What follows belongs to an exercise in optimizing a design on an open flow for small area, a short achievable clock period and few clock cycles per item; a production flow would make more cautious choices. Only simulation tests tie the RTL to the original design; equivalence was not proved.

// layer
module layer #(
    parameter integer WIDTH     = 16,
    parameter integer ACC_WIDTH = 22
)(
    input  logic              clk,
    input  logic              rst_n,
    input  logic              start,
    input  logic signed [WIDTH-1:0] x_in,
    output logic              ready,
    output logic              debug_bit,
    output logic signed [WIDTH-1:0]     y_out,
    output logic signed [ACC_WIDTH-1:0] acc_out
);
For scale: ~59 I/O pins.
==> flow/config.mk <==
export PLATFORM = sky130hd
export DESIGN_NAME = layer
export DESIGN_NICKNAME = layer
export VERILOG_FILES = /design/flow/design.v
export SDC_FILE = /design/flow/constraint.sdc
export NUM_CORES = 4
export LEC_CHECK = 0
export CAP_MARGIN = 20
export CORE_MARGIN = 2
export CORE_UTILIZATION = 40
export CTS_BUF_LIST = sky130_fd_sc_hd__clkbuf_16
export CTS_CLUSTER_DIAMETER = 120
export CTS_CLUSTER_SIZE = 20
export SLEW_MARGIN = 20
export SYNTH_HIERARCHICAL = 1
export SYNTH_MINIMUM_KEEP_SIZE = 0
==> flow/constraint.sdc <==
create_clock -name core_clock -period 10.0 [get_ports {clk}]
set_input_delay 2.0000 -clock core_clock [delete_from_list [all_inputs] [get_ports {clk}]]
set_output_delay 2.0000 -clock core_clock [all_outputs]
set_load 0.01 [all_outputs]
standard.sh (not shown) runs the stock make flow with config.mk's settings and CLKGATE_MAP_FILE= SYNTH_SCRIPT=/design/flow/synth_recipe.tcl, a recipe that flattens the netlist after the stock synthesis.
==> flow/flow/run.sh <==
#!/bin/bash
# The standard layout (the standard.sh), in three parts:
#  1. the standard synthesis;
#  3. the rest of the standard flow, with timing repair aimed at a setup
#     slack margin of 6.9 ns and free to resize cells across footprints, so
#     that it buffers and sizes up what the critical paths need, and with
#     every input and output port buffered by a plain buf_2 (the standard
#     flow's port buffers here are delay cells). The SDC, clock period and
#     I/O constraints are unchanged.
set -euo pipefail
bash standard.sh synth > synth.log 2>&1
openroad -no_init -exit flow/presize.tcl > presize.log 2>&1
bash standard.sh SETUP_SLACK_MARGIN=6.9 MATCH_CELL_FOOTPRINT=0 \
  "BUFFER_PORTS_ARGS=-buffer_cell sky130_fd_sc_hd__buf_2" finish > standard.log 2>&1
==> flow/flow/presize.tcl <==
# After the standard synthesis, before the standard floorplan:
#  - take out the buffers ABC put in (the layout's repair buffers what it needs);
#  - give flip-flops that drive many loads a stronger drive (same cell type,
#    dfxtp_1 -> dfxtp_2 or dfxtp_4).
set odb orfs/results/sky130hd/layer/base/1_synth.odb
read_db $odb
read_liberty $::env(FLOW_HOME)/platforms/sky130hd/lib/sky130_fd_sc_hd__tt_025C_1v80.lib
remove_buffers
set db [ord::get_db]
set block [ord::get_db_block]
set aoi1 [$db findMaster sky130_fd_sc_hd__a22oi_1]
set ff2 [$db findMaster sky130_fd_sc_hd__dfxtp_2]
set ff4 [$db findMaster sky130_fd_sc_hd__dfxtp_4]
set n 0
set f2 0
set f4 0
foreach inst [$block getInsts] {
  set m [[$inst getMaster] getName]
  if {$m eq "sky130_fd_sc_hd__a22oi_2"} {
    $inst swapMaster $aoi1
    incr n
  } elseif {$m eq "sky130_fd_sc_hd__dfxtp_1"} {
    set q [$inst findITerm Q]
    set net [$q getNet]
    if {$net eq "NULL"} { continue }
    set loads [expr {[llength [$net getITerms]] - 1 + [llength [$net getBTerms]]}]
    if {$loads >= 16} {
      $inst swapMaster $ff4
      incr f4
    } elseif {$loads >= 1000} {
      $inst swapMaster $ff2
      incr f2
    }
  }
}
puts "a22oi_2 -> a22oi_1: $n; dfxtp_1 -> dfxtp_2: $f2, -> dfxtp_4: $f4"
write_db $odb
Testbench counts at the start, summed over its fixed seeds: cycles 8,840, items 384.
Next try:
--- a/flow/flow/presize.tcl
+++ b/flow/flow/presize.tcl
@@ -25,8 +25,8 @@
     if {$net eq "NULL"} { continue }
     set loads [expr {[llength [$net getITerms]] - 1 + [llength [$net getBTerms]]}]
-    if {$loads >= 16} {
+    if {$loads >= 12} {
       $inst swapMaster $ff4
       incr f4
-    } elseif {$loads >= 1000} {
+    } elseif {$loads >= 6} {
       $inst swapMaster $ff2
       incr f2
- CTS_BUF_LIST: sky130_fd_sc_hd__clkbuf_16 -> sky130_fd_sc_hd__clkbuf_4 sky130_fd_sc_hd__clkbuf_8
- CTS_CLUSTER_DIAMETER: 120 -> not set
- CTS_CLUSTER_SIZE: 20 -> not set
Result: The new run passed the timing, DRC and antenna checks. Core utilization rose by 1.8 points. Synthesized cell count stays the same. Non-clock buffer count fell by 8. Maximum frequency rose slightly. Sequential share of layout area fell by 0.92 points.
Next try:
- CTS_BUF_LIST: sky130_fd_sc_hd__clkbuf_4 sky130_fd_sc_hd__clkbuf_8 -> sky130_fd_sc_hd__clkbuf_16
- CTS_CLUSTER_DIAMETER: not set -> 80
- CTS_CLUSTER_SIZE: not set -> 24
After rerunning: Setup slack improves by 0.046 ns. Via count goes down by 2.0%. Cell count goes down by 2.4%. Flip-flop and latch count is unchanged. Count of clock-buffer cells in the layout goes down by 76. Die area stays the same. Routed wire length goes down by 2.1%.
Next try:
--- a/flow/flow/presize.tcl
+++ b/flow/flow/presize.tcl
@@ -25,8 +25,8 @@
     if {$net eq "NULL"} { continue }
     set loads [expr {[llength [$net getITerms]] - 1 + [llength [$net getBTerms]]}]
-    if {$loads >= 12} {
+    if {$loads >= 1000} {
       $inst swapMaster $ff4
       incr f4
-    } elseif {$loads >= 6} {
+    } elseif {$loads >= 1000} {
       $inst swapMaster $ff2
       incr f2
- CTS_CLUSTER_DIAMETER: 80 -> 120
- CTS_CLUSTER_SIZE: 24 -> 20
Outcome: The changed run ran to the end with no violations; worst setup slack got worse by 0.091 ns; hold slack gets better by 0.0037 ns; register-to-register slack degrades by 0.098 ns; routed wire length decreases slightly; cell area decreases by a few percent.

Starting RTL as in the previous note.
// layer
module layer #(
    parameter integer WIDTH     = 16,
    parameter integer ACC_WIDTH = 22
)(
    input  logic              clk,
    input  logic              rst_n,
    input  logic              start,
    input  logic signed [WIDTH-1:0] x_in,
    output logic              ready,
    output logic              debug_bit,
    output logic signed [WIDTH-1:0]     y_out,
    output logic signed [ACC_WIDTH-1:0] acc_out
);
    logic        active;
    logic [3:0]  cnt;
    always_ff @(posedge clk or negedge rst_n) begin
        if (!rst_n) begin
            active <= 1'b0;
            cnt    <= 4'd0;
        end else if (start) begin
            active <= 1'b1;
            cnt    <= 4'd1;
        end else if (active) begin
            cnt <= cnt + 4'd1;
            if (cnt == 4'd15) active <= 1'b0;
        end
    end
    logic v0, v1, v2, v3, v4, v5, lst6, lst7;
    logic [3:0] i0, i1, i2, i3, i4;
    always_ff @(posedge clk or negedge rst_n) begin
        if (!rst_n) begin
            v0 <= 1'b0; v1 <= 1'b0; v2 <= 1'b0; v3 <= 1'b0;
            v4 <= 1'b0; v5 <= 1'b0;
            lst6 <= 1'b0; lst7 <= 1'b0; ready <= 1'b0;
        end else begin
            v0 <= start | active;
            v1 <= v0;
            v2 <= v1;
            v3 <= v2;
            v4 <= v3;
            v5 <= v4;
            lst6  <= v4 && i4 == 4'd15;
            lst7  <= lst6;
            ready <= lst7;
        end
    end
  ...
export LEC_CHECK = 0
export CAP_MARGIN = 20
export CORE_MARGIN = 2
export CORE_UTILIZATION = 40
export CTS_BUF_LIST = sky130_fd_sc_hd__clkbuf_16
export CTS_CLUSTER_DIAMETER = 150
export CTS_CLUSTER_SIZE = 30
export SLEW_MARGIN = 20
export SYNTH_HIERARCHICAL = 1
export SYNTH_MINIMUM_KEEP_SIZE = 0
create_clock -name core_clock -period 10.0 [get_ports {clk}]
==> flow/flow/presize.tcl <==
# After the standard synthesis, before the standard floorplan:
#  - take out the buffers ABC put in (the layout's repair buffers what it needs);
#  - give flip-flops that drive many loads a stronger drive (same cell type,
#    dfxtp_1 -> dfxtp_2 or dfxtp_4).
set odb orfs/results/sky130hd/layer/base/1_synth.odb
read_db $odb
read_liberty $::env(FLOW_HOME)/platforms/sky130hd/lib/sky130_fd_sc_hd__tt_025C_1v80.lib
remove_buffers
set db [ord::get_db]
set block [ord::get_db_block]
set aoi1 [$db findMaster sky130_fd_sc_hd__a22oi_1]
set ff2 [$db findMaster sky130_fd_sc_hd__dfxtp_2]
set ff4 [$db findMaster sky130_fd_sc_hd__dfxtp_4]
set n 0
set f2 0
set f4 0
foreach inst [$block getInsts] {
  set m [[$inst getMaster] getName]
  if {$m eq "sky130_fd_sc_hd__a22oi_2"} {
    $inst swapMaster $aoi1
    incr n
  } elseif {$m eq "sky130_fd_sc_hd__dfxtp_1"} {
    set q [$inst findITerm Q]
    set net [$q getNet]
    if {$net eq "NULL"} { continue }
    set loads [expr {[llength [$net getITerms]] - 1 + [llength [$net getBTerms]]}]
    if {$loads >= 12} {
      $inst swapMaster $ff4
      incr f4
    } elseif {$loads >= 6} {
      $inst swapMaster $ff2
      incr f2
    }
  }
}
puts "a22oi_2 -> a22oi_1: $n; dfxtp_1 -> dfxtp_2: $f2, -> dfxtp_4: $f4"
write_db $odb
Scripts as last shown in full above: flow/flow/run.sh
Testbench counts at the start, summed over its fixed seeds: cycles 8,840, items 384.
Rerun with:
Settings changed: CTS_CLUSTER_DIAMETER 150 to 120, CTS_CLUSTER_SIZE 30 to 20.
Clock skew went up by 0.024 ns. Final area went up by 0.71%. Synthesized area is unchanged. Global-route usage is about the same. Setup slack hardly moves. First-iteration DRC count went up by 5.5%. Clock-buffer cell count went up by 7. Wire length went up by 0.49%.

==> what the ideal ports hide <==
In the flow no input, the clock included, has a driving cell. The finished layouts below were timed again as built, in two steps. Step 1 (the two cells are an assumption about what drives the block):
set clk [get_ports {clk}]
set_driving_cell -lib_cell sky130_fd_sc_hd__clkbuf_16 $clk
set_driving_cell -lib_cell sky130_fd_sc_hd__buf_2 [delete_from_list [all_inputs] $clk]
Step 2 adds t to the input delays and takes it off the output delays; t is the mean of the earliest and latest rising clock arrival at the registers after step 1. Input paths then give back, and output paths get back, about the clock's delay inside the block. Three values: no drivers, after step 1, after step 2; two values: the first two.
run | shift t [ns] | setup WS [ns] | hold slack, ns
the first run of note 1 | 0.615 | 6.847 / 6.847 / 6.788 | 0.324 / 0.324 / 0.324
the second run of note 1 | 0.700 | 6.858 / 6.804 / 6.816 | 0.324 / 0.324 / 0.324
the third run of note 1 | 0.639 | 6.903 / 6.846 / 6.846 | 0.324 / 0.324 / 0.324
the fourth run of note 1 | 0.613 | 6.812 / 6.812 / 6.812 | 0.327 / 0.327 / 0.327
the first run of note 2 | 0.589 | 6.901 / 6.901 / 6.798 | 0.317 / 0.317 / 0.317
the second run of note 2 | 0.628 | 6.899 / 6.861 / 6.832 | 0.322 / 0.322 / 0.322
After both steps setup and hold are still met in every run listed. For the first run of note 2, which loses most, drivers alone change the setup slack by 0.000 ns; drivers and shift together by -0.103 ns.
